Source: an optimization exercise on an open RTL-to-GDS flow (aim: small area). Production flows keep margins and buffers that such runs may drop.
In this exercise RTL edits were held to simulation tests only and were not proved equivalent to the original.

==> v8 <==
Design main, start of the top module:
module main
(input clk,
input start,
input[9:0] x,
output flag,
output [6:0] hex0, hex1, hex2, hex3);
Settings: LEC_CHECK=0, ABC_AREA=1, CAP_MARGIN=20, CORE_MARGIN=2, CORE_UTILIZATION=40, SLEW_MARGIN=20; clock period 16.0 ns.
standard.sh (not shown) runs the stock make flow with config.mk's settings and CLKGATE_MAP_FILE= SYNTH_SCRIPT=/design/flow/synth_recipe.tcl, a recipe that flattens the netlist after the stock synthesis.
==> flow/flow/run.sh <==
#!/bin/bash
# Standard layout with these changes:
#  - synthesis is the standard one except that ABC maps for area with amap
#    (flow/map.abc) and Yosys's full-adder extraction is skipped;
#  - then every combinational cell is set to its smallest drive strength
#    (the flow's own repair steps size up whatever needs it);
#  - the port buffers are buf_1;
#  - clock tree synthesis uses clkbuf_4 and adds no dummy loads.
# Each step's output goes to its own log file here.
set -euo pipefail
R=orfs/results/$FLOW_PLATFORM/main/base
bash flow/mksynth.sh . flow/map.abc synth_recipe.tcl > mksynth.log 2>&1
bash standard.sh SYNTH_SCRIPT=$PWD/my_synth_recipe.tcl ADDER_MAP_FILE= synth > synth.log 2>&1
cp $R/1_2_yosys.v 1_2_yosys.amap.v
python3 flow/downsize.py $FLOW_HOME/platforms/$FLOW_PLATFORM/lib/sky130_fd_sc_hd__tt_025C_1v80.lib \
    1_2_yosys.amap.v $R/1_2_yosys.v > downsize.log 2>&1
bash standard.sh 'BUFFER_PORTS_ARGS=-buffer_cell sky130_fd_sc_hd__buf_1' \
    'CTS_ARGS=-repair_clock_nets -buf_list sky130_fd_sc_hd__clkbuf_4 -root_buf sky130_fd_sc_hd__clkbuf_4 -dont_use_dummy_load' \
    finish > layout.log 2>&1
Other scripts of this flow, unchanged in this note and not shown: flow/flow/downsize.py, flow/flow/map.abc, flow/flow/mksynth.sh
==> v35 (differences from v8) <==
--- a/flow/flow/run.sh
+++ b/flow/flow/run.sh
@@ -17,3 +17,3 @@
 bash standard.sh 'BUFFER_PORTS_ARGS=-buffer_cell sky130_fd_sc_hd__buf_1' \
-    'CTS_ARGS=-repair_clock_nets -buf_list sky130_fd_sc_hd__clkbuf_4 -root_buf sky130_fd_sc_hd__clkbuf_4 -dont_use_dummy_load' \
+    'CTS_ARGS=-sink_clustering_enable -repair_clock_nets -buf_list sky130_fd_sc_hd__clkbuf_8 -root_buf sky130_fd_sc_hd__clkbuf_8 -dont_use_dummy_load -sink_clustering_size 50 -sink_clustering_max_diameter 2000 -sink_clustering_levels 1' \
     finish > layout.log 2>&1
==> v15 (differences from v8) <==
--- a/flow/flow/run.sh
+++ b/flow/flow/run.sh
@@ -17,3 +17,3 @@
 bash standard.sh 'BUFFER_PORTS_ARGS=-buffer_cell sky130_fd_sc_hd__buf_1' \
-    'CTS_ARGS=-repair_clock_nets -buf_list sky130_fd_sc_hd__clkbuf_4 -root_buf sky130_fd_sc_hd__clkbuf_4 -dont_use_dummy_load' \
+    'CTS_ARGS=-sink_clustering_enable -repair_clock_nets -buf_list sky130_fd_sc_hd__clkbuf_4 -root_buf sky130_fd_sc_hd__clkbuf_4 -dont_use_dummy_load -sink_clustering_size 20 -sink_clustering_max_diameter 500' \
     finish > layout.log 2>&1
==> flow_metrics.tcl <==
set metrics [dict create \
    status "no timing/DRC/antenna violations" \
    wl_met3_um 171 \
    first_global_vias 1715 \
    period_minus_slack_ns 11.70 \
    fin_crit_sh_pct 73.1 \
    grt_pass1_wl_um 7220 \
    clock_latency_ns 0.27 \
]
# the run above: v15

==> flow_metrics.tcl <==
set metrics [dict create \
    period_minus_slack_ns 11.70 \
    clock_latency_ns 0.27 \
    first_global_vias 1715 \
    status "no timing/DRC/antenna violations" \
    multi_input_area_sq_um 1180 \
    ios 41 \
    wl_met3_um 171 \
    largest_register_ff_count 9 \
    fin_crit_sh_pct 73.1 \
    tap_cells 50 \
    hpwl_um 3370 \
]
# the run above: v8

==> flow_metrics.tcl <==
set metrics [dict create \
    grt_pass1_wl_um 7240 \
    first_global_vias 1725 \
    wl_met3_um 161 \
    status "no timing/DRC/antenna violations" \
    clock_latency_ns 0.24 \
    r2r_start "comandBlock.state[1]" \
    fin_crit_sh_pct 72.4 \
    period_minus_slack_ns 11.59 \
    cp_slowest_stage_delay_ns 0.54 \
]
# the run above: v35


========
==> branch raven: inputs <==
main, a different RTL version from the one above (not shown whole).
==> flow/config.mk <==
export PLATFORM = sky130hd
export DESIGN_NAME = main
export DESIGN_NICKNAME = main
export VERILOG_FILES = /design/flow/design.v
export SDC_FILE = /design/flow/constraint.sdc
export NUM_CORES = 4
export LEC_CHECK = 0
export ABC_AREA = 1
export CAP_MARGIN = 20
export CORE_MARGIN = 2
export CORE_UTILIZATION = 40
export CTS_BUF_LIST = sky130_fd_sc_hd__clkbuf_4
export CTS_CLUSTER_SIZE = 20
export SLEW_MARGIN = 20
==> flow/constraint.sdc <==
create_clock -name core_clock -period 16.0 [get_ports {clk}]
set_input_delay 3.2000 -clock core_clock [delete_from_list [all_inputs] [get_ports {clk}]]
set_output_delay 3.2000 -clock core_clock [all_outputs]
set_load 0.01 [all_outputs]
==> flow/flow/run.sh <==
#!/bin/bash
# Standard layout with these changes:
#  - synthesis is the standard one except that ABC maps for area with amap
#    (flow/map.abc) and Yosys's full-adder extraction is skipped;
#  - then every combinational cell is set to its smallest drive strength
#    (the flow's own repair steps size up whatever needs it);
#  - the port buffers are buf_1.
set -euo pipefail
R=orfs/results/$FLOW_PLATFORM/main/base
bash flow/mksynth.sh . flow/map.abc synth_recipe.tcl > mksynth.log 2>&1
bash standard.sh SYNTH_SCRIPT=$PWD/my_synth_recipe.tcl ADDER_MAP_FILE= synth > synth.log 2>&1
cp $R/1_2_yosys.v 1_2_yosys.amap.v
python3 flow/downsize.py $FLOW_HOME/platforms/$FLOW_PLATFORM/lib/sky130_fd_sc_hd__tt_025C_1v80.lib \
    1_2_yosys.amap.v $R/1_2_yosys.v > downsize.log 2>&1
bash standard.sh 'BUFFER_PORTS_ARGS=-buffer_cell sky130_fd_sc_hd__buf_1' \
    'CTS_ARGS=-sink_clustering_enable -repair_clock_nets -buf_list sky130_fd_sc_hd__clkbuf_4 -root_buf sky130_fd_sc_hd__clkbuf_4 -dont_use_dummy_load -sink_clustering_size 20 -sink_clustering_max_diameter 500' \
    finish > layout.log 2>&1
Other scripts of this flow, unchanged in this note and not shown: flow/flow/downsize.py, flow/flow/map.abc, flow/flow/mksynth.sh
==> branch umber (differences from branch raven) <==
--- a/flow/flow/run.sh
+++ b/flow/flow/run.sh
@@ -12,6 +12,4 @@
 cp $R/1_2_yosys.v 1_2_yosys.amap.v
 python3 flow/downsize.py $FLOW_HOME/platforms/$FLOW_PLATFORM/lib/sky130_fd_sc_hd__tt_025C_1v80.lib \
     1_2_yosys.amap.v $R/1_2_yosys.v > downsize.log 2>&1
-bash standard.sh 'BUFFER_PORTS_ARGS=-buffer_cell sky130_fd_sc_hd__buf_1' \
-    'CTS_ARGS=-sink_clustering_enable -repair_clock_nets -buf_list sky130_fd_sc_hd__clkbuf_4 -root_buf sky130_fd_sc_hd__clkbuf_4 -dont_use_dummy_load -sink_clustering_size 20 -sink_clustering_max_diameter 500' \
-    finish > layout.log 2>&1
+bash standard.sh 'BUFFER_PORTS_ARGS=-buffer_cell sky130_fd_sc_hd__buf_1' finish > layout.log 2>&1
==> summary of the runs <==
- In count of clock-buffer cells in the layout, branch raven and branch umber do not differ.
- Flip-flop and latch count is the same in branch umber and branch raven.
==> figures <==
Average via count per standard cell: branch raven 5.28; branch umber 5.25
Worst R2R Setup Slack: branch raven 13.98 ns; branch umber 13.99 ns
Status: branch raven no timing/DRC/antenna violations; branch umber no timing/DRC/antenna violations
Final critical delay including setup and external delays: branch raven 12.13 ns; branch umber 12.16 ns
Worst setup margin: branch raven 3.87 ns; branch umber 3.84 ns

port drivers added, routing unchanged:
In the flow no input, the clock included, has a driving cell. The finished layouts below were timed again as built, in two steps. Step 1, drivers: a clkbuf_16 drives clk and a buf_2 each remaining input, both assumed. Step 2 also shifts input and output timing later by t, the mid clock arrival at the registers, as if the neighbouring blocks saw the same clock. a / b / c = ideal / step 1 / step 2; a / b = the first two.
run	t (ns)	slack for setup (ns)	hold WS [ns]	worst setup path at the end	cell pins on the clock port's net
v8	0.284	4.296 / 4.279 / 4.563	0.568 / 0.568 / 0.568	register to output	1
v35	0.257	4.409 / 4.389 / 4.645	0.563 / 0.563 / 0.563	register to output	1
v15	0.284	4.296 / 4.279 / 4.563	0.568 / 0.568 / 0.568	register to output	1
branch raven	0.286	3.867 / 3.849 / 4.136	0.528 / 0.528 / 0.528	register to output	1
branch umber	0.294	3.844 / 3.826 / 4.120	0.526 / 0.526 / 0.526	register to output	1
After both steps setup and hold are still met in every run listed.
